Background: an optimization exercise with open tools, aiming at small area, a short achievable clock period and few clock cycles per item. Do not read the settings as production practice.
Function not checked in this run: the RTL went through the layout flow alone.

$ cat flow/run.sh
#!/bin/bash
# synth_recipe.tcl (not shown) runs the flow's synth.tcl, then flattens the netlist and writes it again
# the make line also repeats each setting of config.mk as NAME=value (left out here)
make -C /OpenROAD-flow-scripts/flow DESIGN_CONFIG=/design/flow/config.mk WORK_HOME=/design/flow/orfs CLKGATE_MAP_FILE= SYNTH_SCRIPT=/design/flow/synth_recipe.tcl finish
$ cat flow/config.mk
export PLATFORM = sky130hd
export DESIGN_NAME = complex_multiplier
export DESIGN_NICKNAME = complex_multiplier
export VERILOG_FILES = /design/flow/design.v
export SDC_FILE = /design/flow/constraint.sdc
export NUM_CORES = 4
export LEC_CHECK = 0
export CAP_MARGIN = 20
export CORE_MARGIN = 2
export CORE_UTILIZATION = 40
export SLEW_MARGIN = 20
$ cat flow/constraint.sdc
create_clock -name core_clock -period 10.0 [get_ports {clk}]
set_input_delay 2.0000 -clock core_clock [delete_from_list [all_inputs] [get_ports {clk}]]
set_output_delay 2.0000 -clock core_clock [all_outputs]
set_load 0.01 [all_outputs]
$ cat flow/design.v
module complex_multiplier #(
    parameter INT_WIDTH = 8,     
    parameter FRAC_WIDTH = 8     
) (
    input wire clk,
    input wire rst,
    input wire signed [INT_WIDTH+FRAC_WIDTH-1:0] a_real,
    input wire signed [INT_WIDTH+FRAC_WIDTH-1:0] a_imag,
    input wire signed [INT_WIDTH+FRAC_WIDTH-1:0] b_real,
    input wire signed [INT_WIDTH+FRAC_WIDTH-1:0] b_imag,
    output reg signed [INT_WIDTH+FRAC_WIDTH-1:0] out_real,
    output reg signed [INT_WIDTH+FRAC_WIDTH-1:0] out_imag,
    input wire start,
    output reg done
);
    reg signed [2*(INT_WIDTH+FRAC_WIDTH)-1:0] ac, bd, ad, bc;
    localparam IDLE = 2'b00;
    localparam CALC = 2'b01;
    localparam DONE = 2'b10;
    reg [1:0] state, next_state;
    always @(posedge clk or posedge rst) begin
        if (rst) begin
            state <= IDLE;
        end else begin
            state <= next_state;
        end
    end
    always @(*) begin
        case (state)
            IDLE: next_state = start ? CALC : IDLE;
            CALC: next_state = DONE;
            DONE: next_state = IDLE;
            default: next_state = IDLE;
        endcase
    end
    always @(posedge clk) begin
        case (state)
            IDLE: begin
                done <= 0;
            end
            CALC: begin
                ac <= (a_real * b_real) >>> FRAC_WIDTH;
                bd <= (a_imag * b_imag) >>> FRAC_WIDTH;
                ad <= (a_real * b_imag) >>> FRAC_WIDTH;
                bc <= (a_imag * b_real) >>> FRAC_WIDTH;
            end
            DONE: begin
                out_real <= ac - bd;
                out_imag <= ad + bc;
                done <= 1;
            end
        endcase
    end
endmodule
==> metrics.md <==
| Metric | Value |
|---|---|
| Number of buffers created by CTS | 9 |
| Synth area leader | fa_1 |
| Worst Reg-to-Reg Cells | 10 |
| Die Ht | 296 um |
| Clock transition at path regs | ~0.07 ns |
| Mapped Nets | 4846 |
| Unrepaired setup endpoints after global routing | false |
| Reg-to-reg critical path endpoint | out_imag[14] |
| Hold_ws | around 0.5 ns |
| Number of DRC markers in iteration 0 | 1140 |
| Antenna diode count | 0 |
| Ports | 100 |
| Worst Hold Class | flop to flop |
| Min-delay src | state[0] |
| Clk latency of the worst-skew pair | 0.40 ns |
| #FFs+latches synth | slightly below 100 |
| Worst-case hold path end point | state[0] |
| Vias in the first global route | between 20000 and 30000 |
| Post-route ant nets | 0 |
| # clock sinks | 99 |
| YS warnings | 1 |
| Routed wire length | around 80000 um |
| Layout Area Growth over Synthesis | 8.05% |
| Initial antenna violation count | 1 |
| Final Hold Viols | 0 |
| Most common cell in the netlist | inv_1 |
| Status | no timing/DRC/antenna violations |
| Startpoint Class | input pin |
| CP Data Required Time | 10.15 ns |
| CP Capture Type | flop |
| First-pass GRT wire length | about 140000 um |
| Post-CTS Setup Bufs | 0 |
| Final GP Congestion | 0.848 |
| Crit-path max FO | 21 |
| Worst EP arrival | 8.64 ns |
| Fin cells | 4901 |
| Mapped cell area | 34100 um^2 |
| Final setup viols | 0 |
| Top cell type's share of synthesized area | 0.438 |
| Critical path's slowest cell | clkdlybuf4s50_1 |
| Htree depth | 3 |
| Post-synth EDFFs | 97 |
| Placed inst area | 36500 um^2 |
| CTS root buffer | clkbuf_16 |
| CTS tree | done |
| Total GRT Usage | 0.203 |
| WL/cell | 16.7 um |
| Layout cells sized above 1 | 0.0354 |
| Netlist cell types | 54 |
| Multi-input logic area | 26700 um^2 |
| Setup Skew | between 0.007 and 0.008 ns |
| Slew headroom | 0.184 |
| Ys flop type | edfxtp_1 |
| Final instance area | 36800 um^2 |
| Synth top area cells | fa_1 (44%), ha_1 (11%), inv_1 (11%), edfxtp_1 (8.5%), and2_1 (8.0%) |
| Commonest cells in the netlist | inv_1 (1008), fa_1 (746), nand2_1 (457), and2_1 (435), ha_1 (310) |
| Slew at the pin closest to its max-slew limit | 1.22 ns |
| Resize count post-CTS | 0 |
| Critical-path cell list | clkdlybuf4s50_1 > buf_4 > nand2_1 > fa_1 > inv_1 > fa_1 > fa_1 > fa_1 > fa_1 > inv_1 > fa_1 > inv_1 > ha_1 > or4_1 > a31oi_1 > o31ai_2 > a31o_2 > a21oi_1 > xnor2_1 |
| Final HPWL DP | 66600 um |
| TNS Setup | 0 ns |
| Std-Cell Rows | about 110 |
| PortBufs | 99 |
| Peak Freq | 118 MHz |
| Most used cell, CP | fa_1 |
| RR Startpoint | bc[0] |
| Max cap viols | 0 |
| Hold_buf cts | 0 |
| Fill count | 8364 |
| Sequential cell area | just under 3000 um^2 |
| Flop2flop setup slack | roughly 7 ns |
| Clock buffer depth | 2 |
| Inst Count DP | 4885 |
| Horiz. Die Dim | 296 um |
| WS Path Type | input pin to flop |
| Mean post-synth cell area | 9.15 um^2 |
| Critical path's largest stage delay | 1.20 ns |
| First-pass DRT Iterations | 6 |
| Largest net degree at the start of global routing | between 60 and 70 |
| Via-to-Cell Ratio | 4.78 |
| Via count | 23400 |
| Starting Density | 0.402 |
| Grt ovf | 0 |
| Fin. max-slew vios | 0 |
| Period utilization | 0.849 |
| DRC viols | 0 |
| Min cycle time layout | 8.49 ns |
| Post-synth ARST share | 0.0202 |
| Syn Inst Count | roughly 3700 |
| Core ar. | 84700 um^2 |
| Worst Hold Depth | 1 |
| Sequential element share of the synthesized area | 0.0870 |
| Final net count | just under 5000 |
| Die area | 87500 um^2 |
[cell usage in the layout, fill, tap and decap left out, types with 9 or more instances in the layout]
cell and count:
nand3_1 19, fa_1 746, nand2b_1 19, and3_1 11, nor3_1 23, a211oi_1 9
inv_1 1008, o21a_1 13, a21o_1 17, xnor2_1 130, xor2_1 37, nor2_1 72
clkbuf_16 9, edfxtp_1 97, clkdlybuf4s50_1 86, buf_2 13, buf_4 85, ha_1 310
o21ai_0 25, and2_1 435, a21oi_1 43, nand2_1 457
[worst max-delay path by stage]
stage	startpoint	slack, ns	cells after the start	to
5_1_grt	b_real[7]	1.29	19	bc[10]
4_1_cts	b_real[4]	1.52	19	bc[14]
2_1_floorplan	a_imag[10]	2.47	19	bc[10]
3_3_place_gp	a_imag[5]	1.17	22	bd[12]
6_report	b_real[7]	1.51	19	bc[14]
3_5_place_dp	b_real[4]	1.10	19	bc[14]
[kinds of logic after synthesis]
family | Yosys count | share of synthesized area
AO/OA/AOI/OAI | 155 | 0.0318
buffers and inverters | 1176 | 0.130
XOR/XNOR | 167 | 0.0429
AND/OR/NAND/NOR | 1070 | 0.157
flip-flops | 99 | 0.0870
adder cells (fa/ha/maj) | 1056 | 0.552
[cell type report]
cell class                      instances  area share
Clock buffer                           12     0.00670
Clock inverter                          4     0.00207
Inverter                             1008       0.103
Multi-Input combinational cell       2448       0.726
Sequential cell                        99      0.0805
Tap cell                             1144      0.0389
Timing Repair Buffer                  186      0.0436
[routing by layer]
metal | global-route usage | vias to the layer above | share of wire
met1 | 0.292 | 12000 | 0.46
met5 | 0 | - | 0.00016
li1 | - | 10800 | -
met2 | 0.325 | 542 | 0.46
met3 | 0.0220 | 81 | 0.050
met4 | 0.0587 | 2 | 0.028
[critical path: cells and delay by family]
family          cells  cell delay, ns
compound gates      4            1.13
xor+xnor            1            0.08
fa+ha+maj           7            3.20
buf+inv             5            1.70
simple gates        2            0.50
[flip-flops by register name, indices dropped and copies added, names as in the netlist]
signal    cells
out_real     16
ad           16
done          1
out_imag     16
bd           16
bc           16
ac           16
state         2
[stage by stage]
| stage | util | setup WS, ns |
|---|---|---|
| floorplan | - | 2.47 |
| global placement | 0.431 | 1.17 |
| detailed placement | 0.431 | 1.10 |
| CTS | 0.435 | 1.52 |
| global route | 0.434 | 1.29 |
| finish | 0.434 | 1.51 |

separate check: timing with driven ports:
How much do the figures lean on ideal ports? The routed layout below was timed once more, with nothing changed but the port constraints. Step 1 (the two cells are an assumption about what drives the block):
set clk [get_ports {clk}]
set_driving_cell -lib_cell sky130_fd_sc_hd__clkbuf_16 $clk
set_driving_cell -lib_cell sky130_fd_sc_hd__buf_2 [delete_from_list [all_inputs] $clk]
Step 2 moves the port delays by t, midway between the first and last clock arrival at a register: inputs arrive t later, outputs are due t later. That takes back most of the time a late clock gives input paths. a / b / c = ideal ports / drivers / drivers and shift; a / b = the first two.
shift t [ns]: 0.451
setup WS [ns]: 1.511 / 1.544 / 1.094
clock arrival spread, ns: 0.011 / 0.011
worst data-port slew with drivers (ns): 0.08
After both steps setup and hold are still met in this run. For this run, drivers alone change the setup slack by +0.033 ns; drivers and shift together by -0.417 ns.
